From an optimization exercise on the open Yosys and OpenROAD flow, aimed at small area, a short achievable clock period and few clock cycles per item; shortcuts taken in it are not production practice.
No functional check of the RTL was part of any run shown here.

==> flow/design.v (outline; a module is shown in full before it is edited, if it fits) <==
// module fpu_multiply: 1254 lines
// module fast_power: 95 lines
module fast_power (
    input             clk,
    input             rst,
    input             start,
    input      [31:0] base,
    input      [31:0] exponent,
    output     [31:0] result,
    output reg        done
);
  // ...
==> flow/flow/run.sh <==
#!/bin/bash
# Standard layout with two changes: the port buffers are buf_1 cells instead
# of the default delay buffers, and after the standard synthesis the netlist's
# inverters around full adders are removed by flow/fa_polarity.py (a full
# adder with all inputs inverted gives both outputs inverted). Each tool's
# output goes to a log file of its own here.
set -euo pipefail
export BUFFER_PORTS_ARGS="-buffer_cell sky130_fd_sc_hd__buf_1"
bash standard.sh synth > synth.log 2>&1
R=orfs/results/sky130hd/fast_power/base
cp $R/1_2_yosys.v 1_2_yosys.standard.v
python3 flow/fa_polarity.py 1_2_yosys.standard.v $R/1_2_yosys.v > fa_polarity.log 2>&1
rm -f $R/1_synth.odb $R/1_synth.sdc
bash standard.sh > layout.log 2>&1
==> flow/flow/fa_polarity.py <==
#!/usr/bin/env python3
"""Remove inverters around full adders in a mapped sky130hd netlist.

A full adder is self-dual: fa(~a, ~b, ~c) gives ~sum and ~carry. Yosys maps
adders with inverters on many of their inputs and outputs. This script looks
through inverters and buffers to the signal that drives them (its "root"),
chooses for each full adder whether it computes its outputs true or inverted
(all three inputs then taken inverted), and takes xor2/xnor2 inputs in
whichever polarity is at hand (swapping xor2 and xnor2 as the parity needs).
Then it builds one inverter for each root whose inverse is still needed.
Registers, ports and every other cell are kept as they are.

usage: fa_polarity.py in.v out.v
"""
import re
import sys

src = open(sys.argv[1]).read()

m = re.search(r'^\s*sky130_fd_sc_hd__\w+\s+\S+\s*\(', src, re.M)
head = src[:m.start()]
body = src[m.start():]
end = body.rindex('endmodule')
tail = body[end:]
body = body[:end]

inst_re = re.compile(r'\s*(sky130_fd_sc_hd__\w+)\s+(\S+)\s*\((.*?)\);', re.S)
pin_re = re.compile(r'\.(\w+)\(\s*([^()]*?)\s*\)')
insts = []
pos = 0
for im in inst_re.finditer(body):
    assert body[pos:im.start()].strip() == '', body[pos:im.start()][:200]
    pos = im.end()
    typ, name, pins = im.group(1), im.group(2), im.group(3)
    insts.append([typ, name, dict(pin_re.findall(pins))])
assert body[pos:].strip() == ''

OUTS = {'X', 'Y', 'Q', 'Q_N', 'SUM', 'COUT', 'HI', 'LO'}

def base(t):
    return t[len('sky130_fd_sc_hd__'):]

def is_inv(t):
    b = base(t)
    return re.fullmatch(r'(clk)?inv_\d+', b) is not None

def is_buf(t):
    b = base(t)
    return re.fullmatch(r'(clk)?buf_\d+', b) is not None

def is_fa(t):
    return re.fullmatch(r'fa_\d+', base(t)) is not None

def is_xor(t):
    return re.fullmatch(r'x(n)?or2_\d+', base(t)) is not None

def is_ha(t):
    return re.fullmatch(r'ha_\d+', base(t)) is not None

# ports: nets named in the module header as inputs/outputs
ports_out = set()
ports_in = set()
for d, rng, names in re.findall(r'^\s*(input|output)\s+(\[\d+:\d+\])?\s*([^;]+);', head, re.M):
    for n in names.split(','):
        n = n.strip()
        if rng:
            hi, lo = map(int, rng[1:-1].split(':'))
            bits = ['%s[%d]' % (n, i) for i in range(min(hi, lo), max(hi, lo) + 1)]
        else:
            bits = [n]
        (ports_out if d == 'output' else ports_in).update(bits)

driver = {}
for k, (t, n, pins) in enumerate(insts):
    for p, net in pins.items():
        if p in OUTS:
            assert net not in driver, net
            driver[net] = (k, p)

# transparent cells: inverters and buffers not driving an output port
transp = set()
for k, (t, n, pins) in enumerate(insts):
    if (is_inv(t) or is_buf(t)):
        out = pins.get('Y', pins.get('X'))
        if out not in ports_out:
            transp.add(k)

def root_of(net):
    """(root net, polarity) of a net seen through transparent cells."""
    pol = 0
    while net in driver and driver[net][0] in transp:
        k = driver[net][0]
        t, _, pins = insts[k]
        if is_inv(t):
            pol ^= 1
        net = pins['A']
    return net, pol

fa_ids = [k for k, (t, n, p) in enumerate(insts) if is_fa(t)]
xor_ids = [k for k, (t, n, p) in enumerate(insts) if is_xor(t)]
fa_of_root = {}
for k in fa_ids:
    pins = insts[k][2]
    fa_of_root[pins['SUM']] = k
    fa_of_root[pins['COUT']] = k
xor_out = {insts[k][2]['X' if 'X' in insts[k][2] else 'Y'] for k in xor_ids}
ha_ids = [k for k, (t, n, p) in enumerate(insts) if is_ha(t)]
for k in ha_ids:
    xor_out.add(insts[k][2]['SUM'])
    xor_out.add(insts[k][2]['COUT'])

# consumers: (root, needed polarity, kind, fa index or None)
# kind 'fix' needs the polarity; 'fa' toggles with the adder's flip;
# 'any' (xor inputs) takes either.
cons = {}
for k, (t, n, pins) in enumerate(insts):
    if k in transp:
        continue
    for p, net in pins.items():
        if p in OUTS or net == '' or net.startswith("1'b"):
            continue
        r, pol = root_of(net)
        if is_fa(t):
            kind = 'fa'
        elif is_xor(t) or is_ha(t):
            kind = 'any'
        else:
            kind = 'fix'
        cons.setdefault(r, []).append((pol, kind, k))
for net in ports_out:
    if net in driver and driver[net][0] in transp:
        raise SystemExit('output port driven by a transparent cell')

flip = {k: 0 for k in fa_ids}

def produced(r):
    k = fa_of_root.get(r)
    return flip[k] if k is not None else 0

def root_cost(r):
    need = set()
    for pol, kind, k in cons.get(r, []):
        if kind == 'any':
            continue
        if kind == 'fa':
            pol ^= flip[k]
        need.add(pol)
    if r in xor_out:
        return 0 if len(need) <= 1 else 1
    return 1 if (need - {produced(r)}) else 0

roots_of_fa = {}
for r, lst in cons.items():
    for pol, kind, k in lst:
        if kind == 'fa':
            roots_of_fa.setdefault(k, set()).add(r)
for k in fa_ids:
    pins = insts[k][2]
    roots_of_fa.setdefault(k, set()).update([pins['SUM'], pins['COUT']])

def total():
    return sum(root_cost(r) for r in cons)

before = total()
improved = True
rounds = 0
while improved and rounds < 50:
    improved = False
    rounds += 1
    for k in fa_ids:
        rs = roots_of_fa[k]
        c0 = sum(root_cost(r) for r in rs)
        flip[k] ^= 1
        c1 = sum(root_cost(r) for r in rs)
        if c1 < c0:
            improved = True
        else:
            flip[k] ^= 1
after = total()

# choose the polarity each xor output carries (the one its fixed users want)
xpol = {}
for r in xor_out:
    need = set()
    for pol, kind, k in cons.get(r, []):
        if kind == 'any':
            continue
        if kind == 'fa':
            pol ^= flip[k]
        need.add(pol)
    xpol[r] = 1 if need == {1} else 0

def avail(r):
    return xpol[r] if r in xpol else produced(r)

# rebuild
inv_net = {}
new_insts = []
counter = [0]

def get(r, pol):
    """net carrying root r at polarity pol (relative to the original)."""
    if pol == avail(r):
        return r
    if r not in inv_net:
        counter[0] += 1
        net = 'fapol_n%d' % counter[0]
        inv_net[r] = net
        new_insts.append(['sky130_fd_sc_hd__inv_1', 'fapol_i%d' % counter[0], {'A': r, 'Y': net}])
    return inv_net[r]

out_insts = []
for k, (t, n, pins) in enumerate(insts):
    if k in transp:
        continue
    newp = {}
    if is_xor(t):
        par = 0 if base(t).startswith('xor') else 1
        for p, net in pins.items():
            if p in OUTS:
                continue
            r, pol = root_of(net)
            newp[p] = r
            par ^= pol ^ avail(r)
        o = 'X' if 'X' in pins else 'Y'
        par ^= xpol[pins[o]]
        newp[o] = pins[o]
        drive = re.search(r'_(\d+)$', t).group(1)
        nt = 'sky130_fd_sc_hd__%s2_%s' % ('xnor' if par else 'xor', drive)
        onew = 'Y' if par else 'X'
        newp = {('A' if p == 'A' else 'B' if p == 'B' else onew): v for p, v in newp.items()}
        out_insts.append([nt, n, newp])
        continue
    if is_ha(t):
        # half adder: sum as xor2/xnor2, carry as a two-input gate, each
        # taking its inputs and giving its output in the polarity at hand
        d = {}
        ins = {}
        for p in ('A', 'B'):
            r, pol = root_of(pins[p])
            ins[p] = r
            d[p] = pol ^ avail(r)
        so, co = pins['SUM'], pins['COUT']
        par = d['A'] ^ d['B'] ^ xpol[so]
        if par:
            out_insts.append(['sky130_fd_sc_hd__xnor2_1', n + '_hs', {'A': ins['A'], 'B': ins['B'], 'Y': so}])
        else:
            out_insts.append(['sky130_fd_sc_hd__xor2_1', n + '_hs', {'A': ins['A'], 'B': ins['B'], 'X': so}])
        po = xpol[co]
        a, b = ins['A'], ins['B']
        if d['A'] == 0 and d['B'] == 1:
            a, b = b, a
            da, db = 1, 0
        else:
            da, db = d['A'], d['B']
        if (da, db) == (0, 0):
            cell = ('nand2_1', {'A': a, 'B': b, 'Y': co}) if po else ('and2_0', {'A': a, 'B': b, 'X': co})
        elif (da, db) == (1, 1):
            cell = ('or2_0', {'A': a, 'B': b, 'X': co}) if po else ('nor2_1', {'A': a, 'B': b, 'Y': co})
        else:
            # a holds the inverted input
            cell = ('nand2b_1', {'A_N': a, 'B': b, 'Y': co}) if po else ('nor2b_1', {'A': a, 'B_N': b, 'Y': co})
        out_insts.append(['sky130_fd_sc_hd__' + cell[0], n + '_hc', cell[1]])
        continue
    f = flip.get(k, 0) if is_fa(t) else 0
    for p, net in pins.items():
        if p in OUTS or net == '' or net.startswith("1'b"):
            newp[p] = net
            continue
        r, pol = root_of(net)
        newp[p] = get(r, pol ^ f)
    out_insts.append([t, n, newp])
out_insts += new_insts

# wires: keep the header's declarations, add the new nets
decl = set(re.findall(r'^\s*wire\s+(?:\[\d+:\d+\]\s*)?(\S+?)\s*;', head, re.M))
extra = [v for v in inv_net.values() if v not in decl]
lines = [head.rstrip('\n')]
for v in extra:
    lines.append('  wire %s;' % v)
for t, n, pins in out_insts:
    pl = ',\n'.join('    .%s(%s%s)' % (p, v, ' ' if v.startswith('\\') else '')
                    for p, v in pins.items())
    lines.append('  %s %s (\n%s\n  );' % (t, n, pl))
lines.append(tail)
open(sys.argv[2], 'w').write('\n'.join(lines))
ninv0 = sum(1 for k in transp if is_inv(insts[k][0]))
nbuf0 = sum(1 for k in transp if is_buf(insts[k][0]))
print('inverters removed %d, buffers removed %d, inverters added %d; '
      'roots needing an inverse %d -> %d; adders flipped %d in %d rounds'
      % (ninv0, nbuf0, len(new_insts), before, after, sum(flip.values()), rounds))
print('half adders split %d' % len(ha_ids))
==> flow/standard.sh <==
#!/bin/bash
# synth_recipe.tcl (not shown) runs the flow's synth.tcl, then flattens the netlist and writes it again
# the make line also repeats each setting of config.mk as NAME=value (left out here)
make -C /OpenROAD-flow-scripts/flow DESIGN_CONFIG=/design/flow/config.mk WORK_HOME=/design/flow/orfs CLKGATE_MAP_FILE= SYNTH_SCRIPT=/design/flow/synth_recipe.tcl "${@:-finish}"
==> flow/config.mk <==
export PLATFORM = sky130hd
export DESIGN_NAME = fast_power
export DESIGN_NICKNAME = fast_power
export VERILOG_FILES = /design/flow/design.v
export SDC_FILE = /design/flow/constraint.sdc
export NUM_CORES = 4
export LEC_CHECK = 0
export ABC_AREA = 1
export CAP_MARGIN = 60
export CORE_MARGIN = 2
export CORE_UTILIZATION = 40
export SLEW_MARGIN = 75
==> flow/constraint.sdc <==
create_clock -name core_clock -period 24.0 [get_ports {clk}]
set_input_delay 4.8000 -clock core_clock [delete_from_list [all_inputs] [get_ports {clk}]]
set_output_delay 4.8000 -clock core_clock [all_outputs]
set_load 0.01 [all_outputs]
==> results_dict.tcl, run 1 <==
set metrics [dict create \
    status "finished clean" \
    fp-row-count 80 \
    final_layout_size_suffix_gt1_frac 0.0727 \
    hold-worst-slack_ns 0.480 \
    crit_fanout 27 \
    final_util 0.471 \
    nonClkBufAreaFrac 0.0571 \
    hp-class "register to register" \
    cts_resized 0 \
    taps 615 \
    min-delay-start "b_s" \
    cp-end-kind "register" \
    area_share_clock_buf_inv 0.0283 \
    place_inst 3275 \
    layout.cells.non_filler 3311 \
    cts_tree "done" \
    max_freq_mhz 139 \
    worstReg2RegEnd "r_f[8]" \
    fp.coreArea_um2 47700 \
    worstSetupPathType "register to register" \
    seq-cell-share 0.127 \
    vias 19703 \
    seq_area_um2 2840 \
    layout_commonest_cell "nand2_1" \
    clock-sinks 125 \
    tightest_slew_ns 0.399 \
    drc 0 \
    grt_pass1_vias 20180 \
    final_cell_mix "nand2_1 (611), o22ai_1 (272), fa_1 (249)" \
]
==> module fast_power, before the edit <==
module fast_power (
    input             clk,
    input             rst,
    input             start,
    input      [31:0] base,
    input      [31:0] exponent,
    output     [31:0] result,
    output reg        done
);
  reg        busy;
  reg        r_one;    
  reg        op_r;     
  reg [31:0] e;        
  reg        b_s;
  reg  [7:0] b_e;
  reg        b_l;
  reg [22:0] b_f;
  reg        r_s;
  reg  [7:0] r_e;
  reg        r_l;
  reg [22:0] r_f;
  assign result = {r_s, r_e, r_f};
  wire b_den  = ~b_l & (|b_f);           
  wire r_den  = ~r_l & (|r_f);
  wire e_zero = ~(|e);
  wire e_last = ~(|e[31:1]);
  wire        x_s = op_r ? r_s : b_s;
  wire  [7:0] x_e = op_r ? r_e : b_e;
  wire        x_l = op_r ? r_l : b_l;
  reg  [22:0] x_f;
  wire [47:0] p;
  fpu_multiply mul (.x(x_f), .y(b_f), .p(p));
  wire        m_zero = ~(x_l & b_l);
  wire  [7:0] e_hi   = x_e + b_e + 8'd130;           
  wire  [7:0] e_lo   = x_e + b_e + 8'd129;
  wire  [7:0] m_e    = m_zero ? 8'd0 : (p[47] ? e_hi : e_lo);
  wire [22:0] m_f    = m_zero ? 23'd0 : (p[47] ? p[46:24] : p[45:23]);
  wire        m_s    = x_s ^ b_s;
  wire        m_l    = ~m_zero & (p[47] ? (|e_hi) : (|e_lo));
  wire cap      = ~busy & ~done;               
  wire do_bnorm = busy & b_den;
  wire do_rnorm = busy & ~b_den & op_r & r_den;
  wire do_rmul  = busy & ~b_den & op_r & ~r_den;
  wire do_step  = busy & ~b_den & ~op_r & ~e_zero;    
  wire do_copy  = do_step & e[0] & r_one;
  wire finish   = e_zero | ((do_rmul | do_step) & e_last);
  wire [32:0] b_v    = {b_s, b_e, b_l, b_f};
  wire [32:0] r_v    = {r_s, r_e, r_l, r_f};
  wire [32:0] m_v    = {m_s, m_e, m_l, m_f};
  wire [32:0] base_v = {base[31], base[30:23], |base[30:23], base[22:0]};
  wire [32:0] one_v  = {1'b0, 8'd127, 1'b1, 23'd0};
  wire [32:0] b_sh   = {b_s, b_e - 8'd1, b_f, 1'b0};
  wire [32:0] r_sh   = {r_s, r_e - 8'd1, r_f, 1'b0};
  wire b_hold = ~(cap | do_bnorm | do_step);
  wire r_hold = ~(cap | do_rnorm | do_rmul | do_copy);
  wire [32:0] b_n = ({33{cap}} & base_v) | ({33{do_bnorm}} & b_sh) |
                    ({33{do_step}} & m_v) | ({33{b_hold}} & b_v);
  wire [32:0] r_n = ({33{cap}} & one_v) | ({33{do_rnorm}} & r_sh) |
                    ({33{do_rmul}} & m_v) | ({33{do_copy}} & b_v) |
                    ({33{r_hold}} & r_v);
  wire        x_m   = do_step & ~op_r_n;
  wire [32:0] b_ea  = ({33{cap}} & base_v) | ({33{do_bnorm}} & b_sh) | ({33{~cap & ~do_bnorm}} & b_v);
  wire [32:0] r_ea  = ({33{cap}} & one_v) | ({33{do_rnorm}} & r_sh) | ({33{do_copy}} & b_v) |
                      ({33{~cap & ~do_rnorm & ~do_copy}} & r_v);
  wire [22:0] x_ea  = op_r_n ? r_ea[22:0] : b_ea[22:0];
  wire [22:0] x_n   = x_m ? m_v[22:0] : x_ea;
  wire        op_r_n  = cap ? 1'b0 :
                        do_rmul ? 1'b0 :
                        do_step ? (e[1] & ~(r_one & ~e[0])) : op_r;
  wire        r_one_n = cap | (r_one & ~do_copy);
  wire [31:0] e_n     = cap ? exponent : (do_step ? {1'b0, e[31:1]} : e);
  always @(posedge clk) begin
    {b_s, b_e, b_l, b_f} <= b_n;
    {r_s, r_e, r_l, r_f} <= r_n;
    e <= e_n;  op_r <= op_r_n;  r_one <= r_one_n;
    x_f <= x_n;
  end
  always @(posedge clk) begin
    if (rst) begin
      busy <= 1'b0;
      done <= 1'b0;
    end else if (!busy) begin
      if (done) begin
        if (!start) done <= 1'b0;
      end else if (start) begin
        busy <= 1'b1;
      end
    end else if (!start) begin
      busy <= 1'b0;
    end else if (finish) begin
      busy <= 1'b0;
      done <= 1'b1;
    end
  end
endmodule
==> run 2: changes to the inputs <==
--- a/flow/design.v
+++ b/flow/design.v
@@ -1,16 +1,60 @@
+module fpu_booth (
+  input  [22:0] y,
+  output [10:0] neg,
+  output [11:0] one,
+  output [11:0] two
+);
+  assign neg[0] = y[1];
+  assign one[0] = y[0] ^ 1'b0;
+  assign two[0] = (y[1] & ~y[0] & ~1'b0) | (~y[1] & y[0] & 1'b0);
+  assign neg[1] = y[3];
+  assign one[1] = y[2] ^ y[1];
+  assign two[1] = (y[3] & ~y[2] & ~y[1]) | (~y[3] & y[2] & y[1]);
+  assign neg[2] = y[5];
+  assign one[2] = y[4] ^ y[3];
+  assign two[2] = (y[5] & ~y[4] & ~y[3]) | (~y[5] & y[4] & y[3]);
+  assign neg[3] = y[7];
+  assign one[3] = y[6] ^ y[5];
+  assign two[3] = (y[7] & ~y[6] & ~y[5]) | (~y[7] & y[6] & y[5]);
+  assign neg[4] = y[9];
+  assign one[4] = y[8] ^ y[7];
+  assign two[4] = (y[9] & ~y[8] & ~y[7]) | (~y[9] & y[8] & y[7]);
+  assign neg[5] = y[11];
+  assign one[5] = y[10] ^ y[9];
+  assign two[5] = (y[11] & ~y[10] & ~y[9]) | (~y[11] & y[10] & y[9]);
+  assign neg[6] = y[13];
+  assign one[6] = y[12] ^ y[11];
+  assign two[6] = (y[13] & ~y[12] & ~y[11]) | (~y[13] & y[12] & y[11]);
+  assign neg[7] = y[15];
+  assign one[7] = y[14] ^ y[13];
+  assign two[7] = (y[15] & ~y[14] & ~y[13]) | (~y[15] & y[14] & y[13]);
+  assign neg[8] = y[17];
+  assign one[8] = y[16] ^ y[15];
+  assign two[8] = (y[17] & ~y[16] & ~y[15]) | (~y[17] & y[16] & y[15]);
+  assign neg[9] = y[19];
+  assign one[9] = y[18] ^ y[17];
+  assign two[9] = (y[19] & ~y[18] & ~y[17]) | (~y[19] & y[18] & y[17]);
+  assign neg[10] = y[21];
+  assign one[10] = y[20] ^ y[19];
+  assign two[10] = (y[21] & ~y[20] & ~y[19]) | (~y[21] & y[20] & y[19]);
+  assign one[11] = y[22] ^ y[21];
+  assign two[11] = (1'b1 & ~y[22] & ~y[21]) | (~1'b1 & y[22] & y[21]);
+endmodule
 module fpu_multiply (
   input  [22:0] x,
-  input  [22:0] y,
+  input  [10:0] neg,
+  input  [11:0] one,
+  input  [11:0] two,
   output [47:0] p
 );
-  wire neg0 = y[1];
-  wire one0 = y[0] ^ 0;
-  wire two0 = (y[1] & ~y[0] & ~0) | (~y[1] & y[0] & 0);
+  wire neg0 = neg[0];
+  wire one0 = one[0];
+  wire two0 = two[0];
   wire pp0_0 = ((one0 & x[0])) ^ neg0;
   wire pp0_1 = ((one0 & x[1]) | (two0 & x[0])) ^ neg0;
   wire pp0_2 = ((one0 & x[2]) | (two0 & x[1])) ^ neg0;
   wire pp0_3 = ((one0 & x[3]) | (two0 & x[2])) ^ neg0;
   wire pp0_4 = ((one0 & x[4]) | (two0 & x[3])) ^ neg0;
   wire pp0_5 = ((one0 & x[5]) | (two0 & x[4])) ^ neg0;
   wire pp0_6 = ((one0 & x[6]) | (two0 & x[5])) ^ neg0;
   wire pp0_7 = ((one0 & x[7]) | (two0 & x[6])) ^ neg0;
@@ -27,19 +71,19 @@
   wire pp0_18 = ((one0 & x[18]) | (two0 & x[17])) ^ neg0;
   wire pp0_19 = ((one0 & x[19]) | (two0 & x[18])) ^ neg0;
   wire pp0_20 = ((one0 & x[20]) | (two0 & x[19])) ^ neg0;
   wire pp0_21 = ((one0 & x[21]) | (two0 & x[20])) ^ neg0;
   wire pp0_22 = ((one0 & x[22]) | (two0 & x[21])) ^ neg0;
   wire pp0_23 = (one0 | (two0 & x[22])) ^ neg0;
   wire pp0_24 = (two0) ^ neg0;
   wire ns0 = ~neg0;
-  wire neg1 = y[3];
-  wire one1 = y[2] ^ y[1];
-  wire two1 = (y[3] & ~y[2] & ~y[1]) | (~y[3] & y[2] & y[1]);
+  wire neg1 = neg[1];
+  wire one1 = one[1];
+  wire two1 = two[1];
   wire pp1_0 = ((one1 & x[0])) ^ neg1;
   wire pp1_1 = ((one1 & x[1]) | (two1 & x[0])) ^ neg1;
   wire pp1_2 = ((one1 & x[2]) | (two1 & x[1])) ^ neg1;
   wire pp1_3 = ((one1 & x[3]) | (two1 & x[2])) ^ neg1;
   wire pp1_4 = ((one1 & x[4]) | (two1 & x[3])) ^ neg1;
   wire pp1_5 = ((one1 & x[5]) | (two1 & x[4])) ^ neg1;
   wire pp1_6 = ((one1 & x[6]) | (two1 & x[5])) ^ neg1;
   wire pp1_7 = ((one1 & x[7]) | (two1 & x[6])) ^ neg1;
@@ -56,19 +100,19 @@
   wire pp1_18 = ((one1 & x[18]) | (two1 & x[17])) ^ neg1;
   wire pp1_19 = ((one1 & x[19]) | (two1 & x[18])) ^ neg1;
   wire pp1_20 = ((one1 & x[20]) | (two1 & x[19])) ^ neg1;
   wire pp1_21 = ((one1 & x[21]) | (two1 & x[20])) ^ neg1;
   wire pp1_22 = ((one1 & x[22]) | (two1 & x[21])) ^ neg1;
   wire pp1_23 = (one1 | (two1 & x[22])) ^ neg1;
   wire pp1_24 = (two1) ^ neg1;
   wire ns1 = ~neg1;
-  wire neg2 = y[5];
-  wire one2 = y[4] ^ y[3];
-  wire two2 = (y[5] & ~y[4] & ~y[3]) | (~y[5] & y[4] & y[3]);
+  wire neg2 = neg[2];
+  wire one2 = one[2];
+  wire two2 = two[2];
   wire pp2_0 = ((one2 & x[0])) ^ neg2;
   wire pp2_1 = ((one2 & x[1]) | (two2 & x[0])) ^ neg2;
   wire pp2_2 = ((one2 & x[2]) | (two2 & x[1])) ^ neg2;
   wire pp2_3 = ((one2 & x[3]) | (two2 & x[2])) ^ neg2;
   wire pp2_4 = ((one2 & x[4]) | (two2 & x[3])) ^ neg2;
   wire pp2_5 = ((one2 & x[5]) | (two2 & x[4])) ^ neg2;
   wire pp2_6 = ((one2 & x[6]) | (two2 & x[5])) ^ neg2;
   wire pp2_7 = ((one2 & x[7]) | (two2 & x[6])) ^ neg2;
@@ -85,19 +129,19 @@
   wire pp2_18 = ((one2 & x[18]) | (two2 & x[17])) ^ neg2;
   wire pp2_19 = ((one2 & x[19]) | (two2 & x[18])) ^ neg2;
   wire pp2_20 = ((one2 & x[20]) | (two2 & x[19])) ^ neg2;
   wire pp2_21 = ((one2 & x[21]) | (two2 & x[20])) ^ neg2;
   wire pp2_22 = ((one2 & x[22]) | (two2 & x[21])) ^ neg2;
   wire pp2_23 = (one2 | (two2 & x[22])) ^ neg2;
   wire pp2_24 = (two2) ^ neg2;
   wire ns2 = ~neg2;
-  wire neg3 = y[7];
-  wire one3 = y[6] ^ y[5];
-  wire two3 = (y[7] & ~y[6] & ~y[5]) | (~y[7] & y[6] & y[5]);
+  wire neg3 = neg[3];
+  wire one3 = one[3];
+  wire two3 = two[3];
   wire pp3_0 = ((one3 & x[0])) ^ neg3;
   wire pp3_1 = ((one3 & x[1]) | (two3 & x[0])) ^ neg3;
   wire pp3_2 = ((one3 & x[2]) | (two3 & x[1])) ^ neg3;
   wire pp3_3 = ((one3 & x[3]) | (two3 & x[2])) ^ neg3;
   wire pp3_4 = ((one3 & x[4]) | (two3 & x[3])) ^ neg3;
   wire pp3_5 = ((one3 & x[5]) | (two3 & x[4])) ^ neg3;
   wire pp3_6 = ((one3 & x[6]) | (two3 & x[5])) ^ neg3;
   wire pp3_7 = ((one3 & x[7]) | (two3 & x[6])) ^ neg3;
@@ -114,19 +158,19 @@
   wire pp3_18 = ((one3 & x[18]) | (two3 & x[17])) ^ neg3;
   wire pp3_19 = ((one3 & x[19]) | (two3 & x[18])) ^ neg3;
   wire pp3_20 = ((one3 & x[20]) | (two3 & x[19])) ^ neg3;
   wire pp3_21 = ((one3 & x[21]) | (two3 & x[20])) ^ neg3;
   wire pp3_22 = ((one3 & x[22]) | (two3 & x[21])) ^ neg3;
   wire pp3_23 = (one3 | (two3 & x[22])) ^ neg3;
   wire pp3_24 = (two3) ^ neg3;
   wire ns3 = ~neg3;
-  wire neg4 = y[9];
-  wire one4 = y[8] ^ y[7];
-  wire two4 = (y[9] & ~y[8] & ~y[7]) | (~y[9] & y[8] & y[7]);
+  wire neg4 = neg[4];
+  wire one4 = one[4];
+  wire two4 = two[4];
   wire pp4_0 = ((one4 & x[0])) ^ neg4;
   wire pp4_1 = ((one4 & x[1]) | (two4 & x[0])) ^ neg4;
   wire pp4_2 = ((one4 & x[2]) | (two4 & x[1])) ^ neg4;
   wire pp4_3 = ((one4 & x[3]) | (two4 & x[2])) ^ neg4;
   wire pp4_4 = ((one4 & x[4]) | (two4 & x[3])) ^ neg4;
   wire pp4_5 = ((one4 & x[5]) | (two4 & x[4])) ^ neg4;
   wire pp4_6 = ((one4 & x[6]) | (two4 & x[5])) ^ neg4;
   wire pp4_7 = ((one4 & x[7]) | (two4 & x[6])) ^ neg4;
@@ -143,19 +187,19 @@
   wire pp4_18 = ((one4 & x[18]) | (two4 & x[17])) ^ neg4;
   wire pp4_19 = ((one4 & x[19]) | (two4 & x[18])) ^ neg4;
   wire pp4_20 = ((one4 & x[20]) | (two4 & x[19])) ^ neg4;
   wire pp4_21 = ((one4 & x[21]) | (two4 & x[20])) ^ neg4;
   wire pp4_22 = ((one4 & x[22]) | (two4 & x[21])) ^ neg4;
   wire pp4_23 = (one4 | (two4 & x[22])) ^ neg4;
   wire pp4_24 = (two4) ^ neg4;
   wire ns4 = ~neg4;
-  wire neg5 = y[11];
-  wire one5 = y[10] ^ y[9];
-  wire two5 = (y[11] & ~y[10] & ~y[9]) | (~y[11] & y[10] & y[9]);
+  wire neg5 = neg[5];
+  wire one5 = one[5];
+  wire two5 = two[5];
   wire pp5_0 = ((one5 & x[0])) ^ neg5;
   wire pp5_1 = ((one5 & x[1]) | (two5 & x[0])) ^ neg5;
   wire pp5_2 = ((one5 & x[2]) | (two5 & x[1])) ^ neg5;
   wire pp5_3 = ((one5 & x[3]) | (two5 & x[2])) ^ neg5;
   wire pp5_4 = ((one5 & x[4]) | (two5 & x[3])) ^ neg5;
   wire pp5_5 = ((one5 & x[5]) | (two5 & x[4])) ^ neg5;
   wire pp5_6 = ((one5 & x[6]) | (two5 & x[5])) ^ neg5;
   wire pp5_7 = ((one5 & x[7]) | (two5 & x[6])) ^ neg5;
@@ -172,19 +216,19 @@
   wire pp5_18 = ((one5 & x[18]) | (two5 & x[17])) ^ neg5;
   wire pp5_19 = ((one5 & x[19]) | (two5 & x[18])) ^ neg5;
   wire pp5_20 = ((one5 & x[20]) | (two5 & x[19])) ^ neg5;
   wire pp5_21 = ((one5 & x[21]) | (two5 & x[20])) ^ neg5;
   wire pp5_22 = ((one5 & x[22]) | (two5 & x[21])) ^ neg5;
   wire pp5_23 = (one5 | (two5 & x[22])) ^ neg5;
   wire pp5_24 = (two5) ^ neg5;
   wire ns5 = ~neg5;
-  wire neg6 = y[13];
-  wire one6 = y[12] ^ y[11];
-  wire two6 = (y[13] & ~y[12] & ~y[11]) | (~y[13] & y[12] & y[11]);
+  wire neg6 = neg[6];
+  wire one6 = one[6];
+  wire two6 = two[6];
   wire pp6_0 = ((one6 & x[0])) ^ neg6;
   wire pp6_1 = ((one6 & x[1]) | (two6 & x[0])) ^ neg6;
   wire pp6_2 = ((one6 & x[2]) | (two6 & x[1])) ^ neg6;
   wire pp6_3 = ((one6 & x[3]) | (two6 & x[2])) ^ neg6;
   wire pp6_4 = ((one6 & x[4]) | (two6 & x[3])) ^ neg6;
   wire pp6_5 = ((one6 & x[5]) | (two6 & x[4])) ^ neg6;
   wire pp6_6 = ((one6 & x[6]) | (two6 & x[5])) ^ neg6;
   wire pp6_7 = ((one6 & x[7]) | (two6 & x[6])) ^ neg6;
@@ -201,19 +245,19 @@
   wire pp6_18 = ((one6 & x[18]) | (two6 & x[17])) ^ neg6;
   wire pp6_19 = ((one6 & x[19]) | (two6 & x[18])) ^ neg6;
   wire pp6_20 = ((one6 & x[20]) | (two6 & x[19])) ^ neg6;
   wire pp6_21 = ((one6 & x[21]) | (two6 & x[20])) ^ neg6;
   wire pp6_22 = ((one6 & x[22]) | (two6 & x[21])) ^ neg6;
   wire pp6_23 = (one6 | (two6 & x[22])) ^ neg6;
   wire pp6_24 = (two6) ^ neg6;
   wire ns6 = ~neg6;
-  wire neg7 = y[15];
-  wire one7 = y[14] ^ y[13];
-  wire two7 = (y[15] & ~y[14] & ~y[13]) | (~y[15] & y[14] & y[13]);
+  wire neg7 = neg[7];
+  wire one7 = one[7];
+  wire two7 = two[7];
   wire pp7_0 = ((one7 & x[0])) ^ neg7;
   wire pp7_1 = ((one7 & x[1]) | (two7 & x[0])) ^ neg7;
   wire pp7_2 = ((one7 & x[2]) | (two7 & x[1])) ^ neg7;
   wire pp7_3 = ((one7 & x[3]) | (two7 & x[2])) ^ neg7;
   wire pp7_4 = ((one7 & x[4]) | (two7 & x[3])) ^ neg7;
   wire pp7_5 = ((one7 & x[5]) | (two7 & x[4])) ^ neg7;
   wire pp7_6 = ((one7 & x[6]) | (two7 & x[5])) ^ neg7;
   wire pp7_7 = ((one7 & x[7]) | (two7 & x[6])) ^ neg7;
@@ -230,19 +274,19 @@
   wire pp7_18 = ((one7 & x[18]) | (two7 & x[17])) ^ neg7;
   wire pp7_19 = ((one7 & x[19]) | (two7 & x[18])) ^ neg7;
   wire pp7_20 = ((one7 & x[20]) | (two7 & x[19])) ^ neg7;
   wire pp7_21 = ((one7 & x[21]) | (two7 & x[20])) ^ neg7;
   wire pp7_22 = ((one7 & x[22]) | (two7 & x[21])) ^ neg7;
   wire pp7_23 = (one7 | (two7 & x[22])) ^ neg7;
   wire pp7_24 = (two7) ^ neg7;
   wire ns7 = ~neg7;
-  wire neg8 = y[17];
-  wire one8 = y[16] ^ y[15];
-  wire two8 = (y[17] & ~y[16] & ~y[15]) | (~y[17] & y[16] & y[15]);
+  wire neg8 = neg[8];
+  wire one8 = one[8];
+  wire two8 = two[8];
   wire pp8_0 = ((one8 & x[0])) ^ neg8;
   wire pp8_1 = ((one8 & x[1]) | (two8 & x[0])) ^ neg8;
   wire pp8_2 = ((one8 & x[2]) | (two8 & x[1])) ^ neg8;
   wire pp8_3 = ((one8 & x[3]) | (two8 & x[2])) ^ neg8;
   wire pp8_4 = ((one8 & x[4]) | (two8 & x[3])) ^ neg8;
   wire pp8_5 = ((one8 & x[5]) | (two8 & x[4])) ^ neg8;
   wire pp8_6 = ((one8 & x[6]) | (two8 & x[5])) ^ neg8;
   wire pp8_7 = ((one8 & x[7]) | (two8 & x[6])) ^ neg8;
@@ -259,19 +303,19 @@
   wire pp8_18 = ((one8 & x[18]) | (two8 & x[17])) ^ neg8;
   wire pp8_19 = ((one8 & x[19]) | (two8 & x[18])) ^ neg8;
   wire pp8_20 = ((one8 & x[20]) | (two8 & x[19])) ^ neg8;
   wire pp8_21 = ((one8 & x[21]) | (two8 & x[20])) ^ neg8;
   wire pp8_22 = ((one8 & x[22]) | (two8 & x[21])) ^ neg8;
   wire pp8_23 = (one8 | (two8 & x[22])) ^ neg8;
   wire pp8_24 = (two8) ^ neg8;
   wire ns8 = ~neg8;
-  wire neg9 = y[19];
-  wire one9 = y[18] ^ y[17];
-  wire two9 = (y[19] & ~y[18] & ~y[17]) | (~y[19] & y[18] & y[17]);
+  wire neg9 = neg[9];
+  wire one9 = one[9];
+  wire two9 = two[9];
   wire pp9_0 = ((one9 & x[0])) ^ neg9;
   wire pp9_1 = ((one9 & x[1]) | (two9 & x[0])) ^ neg9;
   wire pp9_2 = ((one9 & x[2]) | (two9 & x[1])) ^ neg9;
   wire pp9_3 = ((one9 & x[3]) | (two9 & x[2])) ^ neg9;
   wire pp9_4 = ((one9 & x[4]) | (two9 & x[3])) ^ neg9;
   wire pp9_5 = ((one9 & x[5]) | (two9 & x[4])) ^ neg9;
   wire pp9_6 = ((one9 & x[6]) | (two9 & x[5])) ^ neg9;
   wire pp9_7 = ((one9 & x[7]) | (two9 & x[6])) ^ neg9;
@@ -288,19 +332,19 @@
   wire pp9_18 = ((one9 & x[18]) | (two9 & x[17])) ^ neg9;
   wire pp9_19 = ((one9 & x[19]) | (two9 & x[18])) ^ neg9;
   wire pp9_20 = ((one9 & x[20]) | (two9 & x[19])) ^ neg9;
   wire pp9_21 = ((one9 & x[21]) | (two9 & x[20])) ^ neg9;
   wire pp9_22 = ((one9 & x[22]) | (two9 & x[21])) ^ neg9;
   wire pp9_23 = (one9 | (two9 & x[22])) ^ neg9;
   wire pp9_24 = (two9) ^ neg9;
   wire ns9 = ~neg9;
-  wire neg10 = y[21];
-  wire one10 = y[20] ^ y[19];
-  wire two10 = (y[21] & ~y[20] & ~y[19]) | (~y[21] & y[20] & y[19]);
+  wire neg10 = neg[10];
+  wire one10 = one[10];
+  wire two10 = two[10];
   wire pp10_0 = ((one10 & x[0])) ^ neg10;
   wire pp10_1 = ((one10 & x[1]) | (two10 & x[0])) ^ neg10;
   wire pp10_2 = ((one10 & x[2]) | (two10 & x[1])) ^ neg10;
   wire pp10_3 = ((one10 & x[3]) | (two10 & x[2])) ^ neg10;
   wire pp10_4 = ((one10 & x[4]) | (two10 & x[3])) ^ neg10;
   wire pp10_5 = ((one10 & x[5]) | (two10 & x[4])) ^ neg10;
   wire pp10_6 = ((one10 & x[6]) | (two10 & x[5])) ^ neg10;
   wire pp10_7 = ((one10 & x[7]) | (two10 & x[6])) ^ neg10;
@@ -317,19 +361,19 @@
   wire pp10_18 = ((one10 & x[18]) | (two10 & x[17])) ^ neg10;
   wire pp10_19 = ((one10 & x[19]) | (two10 & x[18])) ^ neg10;
   wire pp10_20 = ((one10 & x[20]) | (two10 & x[19])) ^ neg10;
   wire pp10_21 = ((one10 & x[21]) | (two10 & x[20])) ^ neg10;
   wire pp10_22 = ((one10 & x[22]) | (two10 & x[21])) ^ neg10;
   wire pp10_23 = (one10 | (two10 & x[22])) ^ neg10;
   wire pp10_24 = (two10) ^ neg10;
   wire ns10 = ~neg10;
-  wire neg11 = 1;
-  wire one11 = y[22] ^ y[21];
-  wire two11 = (1 & ~y[22] & ~y[21]) | (~1 & y[22] & y[21]);
+  wire neg11 = 1'b1;
+  wire one11 = one[11];
+  wire two11 = two[11];
   wire pp11_0 = ((one11 & x[0])) ^ neg11;
   wire pp11_1 = ((one11 & x[1]) | (two11 & x[0])) ^ neg11;
   wire pp11_2 = ((one11 & x[2]) | (two11 & x[1])) ^ neg11;
   wire pp11_3 = ((one11 & x[3]) | (two11 & x[2])) ^ neg11;
   wire pp11_4 = ((one11 & x[4]) | (two11 & x[3])) ^ neg11;
   wire pp11_5 = ((one11 & x[5]) | (two11 & x[4])) ^ neg11;
   wire pp11_6 = ((one11 & x[6]) | (two11 & x[5])) ^ neg11;
   wire pp11_7 = ((one11 & x[7]) | (two11 & x[6])) ^ neg11;
@@ -1277,18 +1321,21 @@
   wire b_den  = ~b_l & (|b_f);           
   wire r_den  = ~r_l & (|r_f);
   wire e_zero = ~(|e);
   wire e_last = ~(|e[31:1]);
   wire        x_s = op_r ? r_s : b_s;
   wire  [7:0] x_e = op_r ? r_e : b_e;
   wire        x_l = op_r ? r_l : b_l;
   reg  [22:0] x_f;
+  reg  [10:0] b_neg;
+  reg  [11:0] b_one;
+  reg  [11:0] b_two;
   wire [47:0] p;
-  fpu_multiply mul (.x(x_f), .y(b_f), .p(p));
+  fpu_multiply mul (.x(x_f), .neg(b_neg), .one(b_one), .two(b_two), .p(p));
   wire        m_zero = ~(x_l & b_l);
   wire  [7:0] e_hi   = x_e + b_e + 8'd130;           
   wire  [7:0] e_lo   = x_e + b_e + 8'd129;
   wire  [7:0] m_e    = m_zero ? 8'd0 : (p[47] ? e_hi : e_lo);
   wire [22:0] m_f    = m_zero ? 23'd0 : (p[47] ? p[46:24] : p[45:23]);
   wire        m_s    = x_s ^ b_s;
   wire        m_l    = ~m_zero & (p[47] ? (|e_hi) : (|e_lo));
   wire cap      = ~busy & ~done;               
@@ -1313,26 +1360,35 @@
                     ({33{do_rmul}} & m_v) | ({33{do_copy}} & b_v) |
                     ({33{r_hold}} & r_v);
   wire        x_m   = do_step & ~op_r_n;
   wire [32:0] b_ea  = ({33{cap}} & base_v) | ({33{do_bnorm}} & b_sh) | ({33{~cap & ~do_bnorm}} & b_v);
   wire [32:0] r_ea  = ({33{cap}} & one_v) | ({33{do_rnorm}} & r_sh) | ({33{do_copy}} & b_v) |
                       ({33{~cap & ~do_rnorm & ~do_copy}} & r_v);
   wire [22:0] x_ea  = op_r_n ? r_ea[22:0] : b_ea[22:0];
   wire [22:0] x_n   = x_m ? m_v[22:0] : x_ea;
+  wire [10:0] ea_neg, hi_neg, lo_neg;
+  wire [11:0] ea_one, hi_one, lo_one;
+  wire [11:0] ea_two, hi_two, lo_two;
+  fpu_booth enc_ea (.y(b_ea[22:0]), .neg(ea_neg), .one(ea_one), .two(ea_two));
+  fpu_booth enc_hi (.y(p[46:24]), .neg(hi_neg), .one(hi_one), .two(hi_two));
+  fpu_booth enc_lo (.y(p[45:23]), .neg(lo_neg), .one(lo_one), .two(lo_two));
   wire        op_r_n  = cap ? 1'b0 :
                         do_rmul ? 1'b0 :
                         do_step ? (e[1] & ~(r_one & ~e[0])) : op_r;
   wire        r_one_n = cap | (r_one & ~do_copy);
   wire [31:0] e_n     = cap ? exponent : (do_step ? {1'b0, e[31:1]} : e);
   always @(posedge clk) begin
     {b_s, b_e, b_l, b_f} <= b_n;
     {r_s, r_e, r_l, r_f} <= r_n;
     e <= e_n;  op_r <= op_r_n;  r_one <= r_one_n;
     x_f <= x_n;
+    b_neg <= do_step ? (p[47] ? hi_neg : lo_neg) : ea_neg;
+    b_one <= do_step ? (p[47] ? hi_one : lo_one) : ea_one;
+    b_two <= do_step ? (p[47] ? hi_two : lo_two) : ea_two;
   end
   always @(posedge clk) begin
     if (rst) begin
       busy <= 1'b0;
       done <= 1'b0;
     end else if (!busy) begin
       if (done) begin
         if (!start) done <= 1'b0;
==> run 2 against run 1 <==
  * Synthesized area up 8.5%
  * Core utilization is 0.93 points lower
  * Clock-buffer cell count decreased by 1
  * First-iteration DRC count increased by 0.73%
  * Highest routed layer unchanged
  * Global-route usage fell by 0.71 points
  * Register-to-register slack improved by 0.25 ns
  * Sequential share of layout area grew 2.0 points
  * Synthesized cell count up 8.9%
  * Largest cell class unchanged
  * Wire length is 6.1% higher
  * Critical path depth is 2 lower
  * Flip-flop and latch count up 35
==> results_dict.tcl, run 2 <==
set metrics [dict create \
    startpoint "b_one[10]" \
    cp-start-kind "register" \
    crit_fanout 48 \
    setup_viol 0 \
    endpoint "x_f[17]" \
    grt_pass1_vias 20991 \
    cts-buffers-inserted 17 \
    cp.depth 25 \
    numPortBuffers 99 \
    area_growth_pct 14.6 \
    pre_cts_ws_ns 17.34 \
    largest_register_ffs 32 \
    die_h_um 233 \
    ios 100 \
    place_inst 3556 \
    ant_nets 0 \
    routedWlPerCell_um 21.1 \
    ctsHtreeMaxLevel 4 \
    worstReg2RegEnd "x_f[17]" \
    critical-path-slowest-cell "fa_1" \
    place_congestion 0.944 \
    globalRouteOverflowTotal 0 \
    ff2ff_setup_slack_ns 17.05 \
    fp-row-count 84 \
    cp_common_cell "nand2_1" \
    drv_cap 0 \
    fin_ws_ns 17.05 \
    cp-end-kind "register" \
    vias 20946 \
    required_ns 24.29 \
    min-delay-start "b_s" \
    status "finished clean" \
    layout.cells.non_filler 3590 \
    max_freq_mhz 144 \
    nets 3205 \
    grt_pass1_wl_um 118000 \
    finalSetupTns_ns 0 \
    root_buffer "clkbuf_16" \
    cp_slowest_stage_delay_ns 0.62 \
    final_layout_size_suffix_gt1_frac 0.0775 \
    largest_register "e" \
    reg2regPathDepth 25 \
    postCtsSetupBuffers 0 \
    syn_area_per_cell_um2 7.75 \
    synthCells 2715 \
    clk_latency_ns 0.46 \
    cts_hold_buf 0 \
    hold_violations 0 \
    wl_um 75800 \
    drt_iter0_drc 2058 \
    yosys_warnings 1 \
    cts_resized 0 \
    layout_min_cycle_time_ns 6.95 \
    worstSetupPathType "register to register" \
    layout_commonest_cell "nand2_1" \
    die_area_um2 54400 \
    clock-sinks 160 \
    cts_tree "done" \
    hold-worst-slack_ns 0.505 \
    viasPerCell 5.83 \
    netlist_area_um2 21000 \
    tightest_slew_ns 0.389 \
    rsz0062_at_grt "no" \
    relSlewSlack 0.740 \
    final_cell_mix "nand2_1 (633), o22ai_1 (272), fa_1 (249)" \
    clk_transition_reported_paths_ns 0.09 \
    antenna_found_initial 0 \
    cp.arrival_ns 7.24 \
    dp.final_hpwl_um 54400 \
    fin_skew_ns 0.0193 \
    drv_slew 0 \
    cts_buffer_depth 2 \
    start_util 0.403 \
    fin_crit_sh 0.290 \
    drt-pass1-iter-count 7 \
    cp_top_family "adder cells" \
    diodes 0 \
    crit_buf_inv 2 \
    syn_nets 3031 \
    grt_max_degree 49 \
    drc 0 \
    hp-class "register to register" \
    r2r_start "b_one[10]" \
    die_w_um 233 \
    grt_usage 0.280 \
    fp.coreArea_um2 52200 \
    fillers 5149 \
]
==> run 2: worst min path at each step <==
stage,end,slack (ns),cells past startpoint
after floorplan,r_one,0.46,2
after CTS,r_one,0.50,2
final,b_s,0.51,2
after global routing,r_one,0.54,2
after global placement,r_one,0.47,2
after detailed placement,r_one,0.49,2
==> run 2: per-layer routing <==
| metal | global-route usage | part of all wire | vias to the layer above |
|---|---|---|---|
| met1 | 0.365 | 0.41 | 10111 |
| li1 | - | - | 9531 |
| met4 | 0.106 | 0.037 | 0 |
| met2 | 0.457 | 0.47 | 1090 |
| met5 | 0 | 0 | - |
| met3 | 0.0540 | 0.085 | 214 |
==> run 2: worst register-to-register path: stages (launching register included) <==
cell	delay, ns
dfxtp_1	0.47
clkinv_1	0.39
buf_4	0.35
o22ai_1	0.22
xnor2_1	0.12
fa_1	0.58
fa_1	0.44
fa_1	0.47
fa_1	0.50
fa_1	0.62
xor2_4	0.36
nand2_1	0.16
nor2_2	0.27
nand2_1	0.11
nor2_1	0.14
nand2_2	0.09
nand2_4	0.20
nand3_2	0.13
nand2_1	0.09
nand2_1	0.13
nand2_8	0.29
nand2_1	0.17
o21ai_1	0.20
nor2_1	0.09
nand2_1	0.07
nand2_1	0.16
==> run 2: stage by stage <==
step                      cell area (um^2)  utilization
after floorplan                      21000            -
after global placement               22600        0.432
after detailed placement             23300        0.445
after CTS                            23800        0.456
after global routing                 24100        0.461
final                                24100        0.461
==> run 2: cell type report <==
class / instances / area (um^2) / share of cell area
timing repair buffer: 156 / 1000 / 0.0417
multi-input combinational: 2295 / 17100 / 0.708
sequential: 160 / 3540 / 0.147
clock inverter: 15 / 154 / 0.00638
tap: 688 / 861 / 0.0357
inverter: 259 / 1060 / 0.0439
clock buffer: 17 / 425 / 0.0176

port drivers added, routing unchanged:
No port has a modelled driver above. Below, the same layouts with a new extraction and two added sets of constraints.
Step 1 sets driving cells, clkbuf_16 on the clock port and buf_2 on the other inputs (assumed; they add their load-dependent delay and slew).
Step 2 moves the port delays by t, midway between the first and last clock arrival at a register: inputs arrive t later, outputs are due t later. That takes back most of the time a late clock gives input paths.
Three values: ideal ports, drivers, drivers and shift; two values: the first two.
run	t (ns)	setup slack, ns	hold slack, ns	slew at the worst register clock pin (ns)
run 1	0.475	16.796 / 16.796 / 16.796	0.480 / 0.480 / 0.480	0.07 / 0.07
run 2	0.499	17.050 / 17.050 / 17.050	0.505 / 0.505 / 0.505	0.09 / 0.09
After both steps setup and hold are still met in every run listed.
